Context: an optimization exercise on an open-source flow, tuned for small area and a short achievable clock period. The choices shown serve that exercise and are no tape-out recipe.

==> run G <==
==> flow/design.v <==
module alu_prep (
        input  logic [11:0] b_in,
        input  logic        carry_in,
        input  logic [2:0]  func_code,
        output logic [11:0] bx,
        output logic        cx
    );
    wire sub   = (func_code == 6'd1);
    wire arith = (func_code[2:1] == 2'b00);
    assign bx = b_in ^ {12{sub}};
    assign cx = arith & (carry_in ^ sub);
endmodule
module alu_dec (
        input  logic [2:0] func_code,
        input  logic [3:0] n,
        output logic       sub,
        output logic       arith,
        output logic       sel_p,
        output logic       sel_g,
        output logic       sel_n,
        output logic [3:0] s1,
        output logic [2:0] s2
    );
    assign sub   = (func_code == 6'd1);
    assign arith = (func_code[2:1] == 2'b00);
    assign sel_p = arith | (func_code == 6'd4) | (func_code == 6'd6);
    assign sel_g = (func_code == 6'd5) | (func_code == 6'd6);
    assign sel_n = (func_code == 6'd7);
    wire rot = (func_code[2:1] == 2'b01);
    logic [3:0] m;
    always_comb begin
        if (n >= 4'd12) m = 4'd0;
        else if (func_code[0] && n != 4'd0) m = 4'd12 - n;
        else m = n;
    end
    wire rot_zero = n[3] & n[2] & (n[1] | n[0]);
    assign s1 = 4'b0001 << m[1:0];
    assign s2 = (rot && !rot_zero) ? (3'b001 << m[3:2]) : 3'b000;
endmodule
module alu_pg (
        input  logic a,
        input  logic b,
        input  logic arith,
        output logic p,
        output logic g,
        output logic gk
    );
    assign p  = a ^ b;
    assign g  = a & b;
    assign gk = g & arith;
endmodule
module alu_carry (
        input  logic [11:0] g,
        input  logic [11:0] p,
        input  logic        c0,
        output logic [12:0] carry
    );
    wire [12:0] gl [0:4];
    wire [12:0] pl [0:4];
    assign gl[0] = {g, c0};
    assign pl[0] = {p, 1'b0};
    genvar l, i;
    generate
        for (l = 0; l < 4; l++) begin : lvl
            for (i = 0; i < 13; i++) begin : pos
                if (i >= (1 << l)) begin : merge
                    assign gl[l+1][i] = gl[l][i] | (pl[l][i] & gl[l][i - (1 << l)]);
                    assign pl[l+1][i] = pl[l][i] & pl[l][i - (1 << l)];
                end else begin : pass
                    assign gl[l+1][i] = gl[l][i];
                    assign pl[l+1][i] = pl[l][i];
                end
            end
        end
    endgenerate
    assign carry = gl[4];
endmodule
module alu_mux4 (
        input  logic [3:0] d,
        input  logic [3:0] s,
        output logic       y
    );
    assign y = |(d & s);
endmodule
module alu_out (
        input  logic       p,
        input  logic       g,
        input  logic       a,
        input  logic       carry,
        input  logic       sel_p,
        input  logic       sel_g,
        input  logic       sel_n,
        input  logic [2:0] y,
        input  logic [2:0] s2,
        output logic       r
    );
    wire q = (p & sel_p) | (g & sel_g) | (~a & sel_n) | (|(y & s2));
    assign r = q ^ carry;
endmodule
module alu_equ (
        input  logic [11:0] p,
        input  logic        sub,
        output logic        equ
    );
    assign equ = sub ? (&p) : ~(|p);
endmodule
module alu (
        input logic [11:0] a_in,
        input logic [11:0] bx,
        input logic cx,
        input logic [2:0] func_code,
        output logic [11:0] a_out,
        output logic carry_out,
        output logic equ_out,
        output logic overflow_out
    );
    wire sub, arith, sel_p, sel_g, sel_n;
    wire [3:0] s1;
    wire [2:0] s2;
    alu_dec dec (
        .func_code(func_code), .n(bx[3:0]), .sub(sub), .arith(arith),
        .sel_p(sel_p), .sel_g(sel_g), .sel_n(sel_n), .s1(s1), .s2(s2)
    );
    wire [11:0] p, g, gk, y;
    wire [12:0] carry;
    genvar i;
    generate
        for (i = 0; i < 12; i++) begin : bit_pg
            alu_pg pg (.a(a_in[i]), .b(bx[i]), .arith(arith), .p(p[i]), .g(g[i]), .gk(gk[i]));
            alu_mux4 m1 (
                .d({a_in[(i + 9) % 12], a_in[(i + 10) % 12], a_in[(i + 11) % 12], a_in[i]}),
                .s(s1), .y(y[i])
            );
        end
    endgenerate
    alu_carry adder (.g(gk), .p(p), .c0(cx), .carry(carry));
    generate
        for (i = 0; i < 12; i++) begin : bit_out
            alu_out o (
                .p(p[i]), .g(g[i]), .a(a_in[i]), .carry(carry[i]),
                .sel_p(sel_p), .sel_g(sel_g), .sel_n(sel_n),
                .y({y[(i + 4) % 12], y[(i + 8) % 12], y[i]}), .s2(s2), .r(a_out[i])
            );
        end
    endgenerate
    alu_equ equ (.p(p), .sub(sub), .equ(equ_out));
    assign carry_out = carry[12] ^ sub;
    assign overflow_out = arith & ~p[11] & (carry[11] ^ a_in[11]);
endmodule
module alu_top (
        input  logic        clk,
        input  logic [11:0] a_in,
        input  logic [11:0] b_in,
        input  logic        carry_in,
        input  logic [2:0]  func_code,
        output logic [11:0] a_out,
        output logic        carry_out,
        output logic        equ_out,
        output logic        overflow_out
    );
    logic [11:0] a_q, b_q;
    logic        carry_q;
    logic [2:0]  func_q;
    wire  [11:0] bx;
    wire         cx;
    wire  [11:0] res;
    wire         res_carry, res_equ, res_overflow;
    alu_prep core_prep (
        .b_in(b_in),
        .carry_in(carry_in),
        .func_code(func_code),
        .bx(bx),
        .cx(cx)
    );
    always_ff @(posedge clk) begin
        a_q     <= a_in;
        b_q     <= bx;
        carry_q <= cx;
        func_q  <= func_code;
    end
    alu core_alu (
        .a_in(a_q),
        .bx(b_q),
        .cx(carry_q),
        .func_code(func_q),
        .a_out(res),
        .carry_out(res_carry),
        .equ_out(res_equ),
        .overflow_out(res_overflow)
    );
    always_ff @(posedge clk) begin
        a_out        <= res;
        carry_out    <= res_carry;
        equ_out      <= res_equ;
        overflow_out <= res_overflow;
    end
endmodule
==> flow/flow/run.sh <==
#!/bin/bash
# Own layout flow: the standard ORFS flow (standard.sh), unchanged synthesis,
# with the port buffers inserted as plain buffers (BUF_CELL) instead of the
# delay cells that buffer_ports picks by default. Each step's output goes to
# a log file in the work folder; ORFS's own logs stay under orfs/logs.
set -euo pipefail
BUF_CELL=${BUF_CELL:-sky130_fd_sc_hd__buf_1}
bash standard.sh synth > synth.log 2>&1
bash standard.sh "BUFFER_PORTS_ARGS=-buffer_cell $BUF_CELL" finish > layout.log 2>&1
==> flow/standard.sh <==
#!/bin/bash
# synth_recipe.tcl (not shown) runs the flow's synth.tcl, then flattens the netlist and writes it again
# the make line also repeats each setting of config.mk as NAME=value (left out here)
make -C /OpenROAD-flow-scripts/flow DESIGN_CONFIG=/design/flow/config.mk WORK_HOME=/design/flow/orfs CLKGATE_MAP_FILE= SYNTH_SCRIPT=/design/flow/synth_recipe.tcl "${@:-finish}"
==> flow/config.mk <==
export PLATFORM = sky130hd
export DESIGN_NAME = alu_top
export DESIGN_NICKNAME = alu_top
export VERILOG_FILES = /design/flow/design.v
export SDC_FILE = /design/flow/constraint.sdc
export NUM_CORES = 4
export LEC_CHECK = 0
export CAP_MARGIN = 20
export CORE_MARGIN = 2
export CORE_UTILIZATION = 40
export SETUP_SLACK_MARGIN = 2.4
export SLEW_MARGIN = 20
export SYNTH_HIERARCHICAL = 1
==> flow/constraint.sdc <==
create_clock -name core_clock -period 4.0 [get_ports {clk}]
set_input_delay 0.8000 -clock core_clock [delete_from_list [all_inputs] [get_ports {clk}]]
set_output_delay 0.8000 -clock core_clock [all_outputs]
set_load 0.01 [all_outputs]
==> inputs of run Y, as changes to run G <==
==> flow/design.v (replaced) <==
module alu (
        input logic [11:0] a_in,
        input logic [11:0] b_in,
        input logic carry_in,
        input logic [2:0] func_code,
        output logic [11:0] a_out,
        output logic carry_out,
        output logic equ_out,
        output logic overflow_out
    );
    wire sub = (func_code == 6'd1);
    wire arith = (func_code[2:1] == 2'b00);
    wire [11:0] bx = b_in ^ {12{sub}};
    wire [12:0] sum = {1'b0, a_in} + {1'b0, bx} + {12'd0, carry_in ^ sub};
    wire [3:0] n = b_in[3:0];
    logic [3:0] m;
    always_comb begin
        if (func_code[0] && n != 4'd0 && n <= 4'd11) m = 4'd12 - n;
        else if (!func_code[0] && n <= 4'd11) m = n;
        else m = 4'd0;
    end
    wire rot_zero = n[3] & n[2] & (n[1] | n[0]);
    wire [23:0] dbl = {a_in, a_in} << m;
    wire [11:0] rot = rot_zero ? 12'd0 : dbl[23:12];
    assign equ_out = (a_in == b_in);
    always_comb begin
        case (func_code)
            6'd0, 6'd1: a_out = sum[11:0];
            6'd2, 6'd3: a_out = rot;
            6'd4: a_out = a_in ^ b_in;
            6'd5: a_out = a_in & b_in;
            6'd6: a_out = a_in | b_in;
            default: a_out = ~a_in;
        endcase
    end
    assign carry_out = arith & (sum[12] ^ sub);
    assign overflow_out = arith & (a_in[11] == bx[11]) & (sum[11] != a_in[11]);
endmodule
module alu_top (
        input  logic        clk,
        input  logic [11:0] a_in,
        input  logic [11:0] b_in,
        input  logic        carry_in,
        input  logic [2:0]  func_code,
        output logic [11:0] a_out,
        output logic        carry_out,
        output logic        equ_out,
        output logic        overflow_out
    );
    logic [11:0] a_q, b_q;
    logic        carry_q;
    logic [2:0]  func_q;
    wire  [11:0] res;
    wire         res_carry, res_equ, res_overflow;
    always_ff @(posedge clk) begin
        a_q     <= a_in;
        b_q     <= b_in;
        carry_q <= carry_in;
        func_q  <= func_code;
    end
    alu core_alu (
        .a_in(a_q),
        .b_in(b_q),
        .carry_in(carry_q),
        .func_code(func_q),
        .a_out(res),
        .carry_out(res_carry),
        .equ_out(res_equ),
        .overflow_out(res_overflow)
    );
    always_ff @(posedge clk) begin
        a_out        <= res;
        carry_out    <= res_carry;
        equ_out      <= res_equ;
        overflow_out <= res_overflow;
    end
endmodule
==> flow/run.sh (new file) <==
#!/bin/bash
# synth_recipe.tcl (not shown) runs the flow's synth.tcl, then flattens the netlist and writes it again
# the make line also repeats each setting of config.mk as NAME=value (left out here)
make -C /OpenROAD-flow-scripts/flow DESIGN_CONFIG=/design/flow/config.mk WORK_HOME=/design/flow/orfs CLKGATE_MAP_FILE= SYNTH_SCRIPT=/design/flow/synth_recipe.tcl finish
SETUP_SLACK_MARGIN = default   (was 2.4)
SYNTH_HIERARCHICAL = default   (was 1)
removed: flow/flow/run.sh
removed: flow/standard.sh
==> inputs of run D, as changes to run G <==
SETUP_SLACK_MARGIN = default   (was 2.4)
==> impl_metrics.prom <==
# TYPE chip_impl_metric gauge
chip_impl_info{name="run_status",value="finished clean"} 1
chip_impl_metric{name="finalClockSkew",unit="ns"} 0.00449
chip_impl_metric{name="grtUsageMet2",unit="%"} 30.5
chip_impl_metric{name="synth_warnings",unit=""} 9
chip_impl_metric{name="grt_pass1_vias",unit=""} 2178
chip_impl_metric{name="first_pass_grt_wire_length",unit="µm"} 11300
chip_impl_metric{name="fin_nets",unit=""} 379
chip_impl_metric{name="power_sequential",unit="µW"} 521
chip_impl_metric{name="fin_hold_ws",unit="ns"} 0.461
chip_impl_metric{name="power_density",unit="nW/µm²"} 404
chip_impl_metric{name="synthSimpleGateAreaFrac",unit="%"} 23.6
chip_impl_metric{name="timing.final.crit_period",unit="ns"} 2.73
chip_impl_metric{name="signal_buffers",unit=""} 48
chip_impl_metric{name="ratio_of_final_minimum_period_to_clock_period",unit="%"} 68.2
chip_impl_metric{name="total_half_perimeter_wirelength_after_legalization_and_detailed_placement",unit="µm"} 5250
chip_impl_metric{name="ys_seq_area_share",unit="%"} 32.9
chip_impl_metric{name="share_comb_of_total_power",unit="%"} 30.9
chip_impl_metric{name="worst-path-max-fanout",unit=""} 12
the above is filed under run D

==> impl_metrics.prom <==
# TYPE chip_impl_metric gauge
chip_impl_info{name="run_status",value="finished clean"} 1
chip_impl_metric{name="power_sequential",unit="µW"} 527
chip_impl_metric{name="first_pass_grt_wire_length",unit="µm"} 12500
chip_impl_metric{name="grt_pass1_vias",unit=""} 2465
chip_impl_metric{name="ys_seq_area_share",unit="%"} 32.9
chip_impl_metric{name="power_density",unit="nW/µm²"} 377
chip_impl_metric{name="finalClockSkew",unit="ns"} 0.00499
chip_impl_metric{name="fin_nets",unit=""} 408
chip_impl_metric{name="post_synth_xor_area_fraction",unit="%"} 9.38
chip_impl_metric{name="total_half_perimeter_wirelength_after_legalization_and_detailed_placement",unit="µm"} 5170
chip_impl_metric{name="share_comb_of_total_power",unit="%"} 38.7
chip_impl_metric{name="postPlaceCellArea",unit="µm²"} 2940
chip_impl_metric{name="worst-path-max-fanout",unit=""} 6
chip_impl_metric{name="design.die.area",unit="µm²"} 7200
chip_impl_metric{name="ratio_of_final_minimum_period_to_clock_period",unit="%"} 57.8
the above is filed under run G

==> impl_metrics.prom <==
# TYPE chip_impl_metric gauge
chip_impl_info{name="run_status",value="finished clean"} 1
chip_impl_metric{name="fin_nets",unit=""} 470
chip_impl_metric{name="total_half_perimeter_wirelength_after_legalization_and_detailed_placement",unit="µm"} 6390
chip_impl_metric{name="power_density",unit="nW/µm²"} 342
chip_impl_metric{name="synth_warnings",unit=""} 2
chip_impl_metric{name="worst-path-max-fanout",unit=""} 11
chip_impl_metric{name="power_sequential",unit="µW"} 495
chip_impl_metric{name="synthSimpleGateAreaFrac",unit="%"} 11.6
chip_impl_metric{name="share_comb_of_total_power",unit="%"} 32.8
chip_impl_metric{name="grt_pass1_vias",unit=""} 2667
the above is filed under run Y

Function was not checked in any run of this note: the RTL went through the layout flow alone.

==> afterwards: timing with drivers on the ports <==
In the flow no input, the clock included, has a driving cell. The finished layouts below were timed again as built, in two steps. Step 1 assumes that a clkbuf_16 drives the clock port and a buf_2 every other input. Step 2 adds t to the input delays and takes it off the output delays; t is the mean of the earliest and latest rising clock arrival at the registers after step 1. Input paths then give back, and output paths get back, about the clock's delay inside the block. Slacks: no drivers / after step 1 / after step 2; pairs: no drivers / after step 1.
| run | t (ns) | setup slack, ns | clock arrival spread, ns | worst slew at a driven data input, ns | pins driven straight from the clock port |
|---|---|---|---|---|---|
| run G | 0.322 | 1.688 / 1.688 / 1.688 | 0.005 / 0.006 | 0.03 | 1 |
| run Y | 0.326 | 0.879 / 0.879 / 0.879 | 0.008 / 0.009 | 0.03 | 1 |
| run D | 0.327 | 1.273 / 1.273 / 1.273 | 0.004 / 0.004 | 0.03 | 1 |
After both steps every run listed still meets setup and hold.
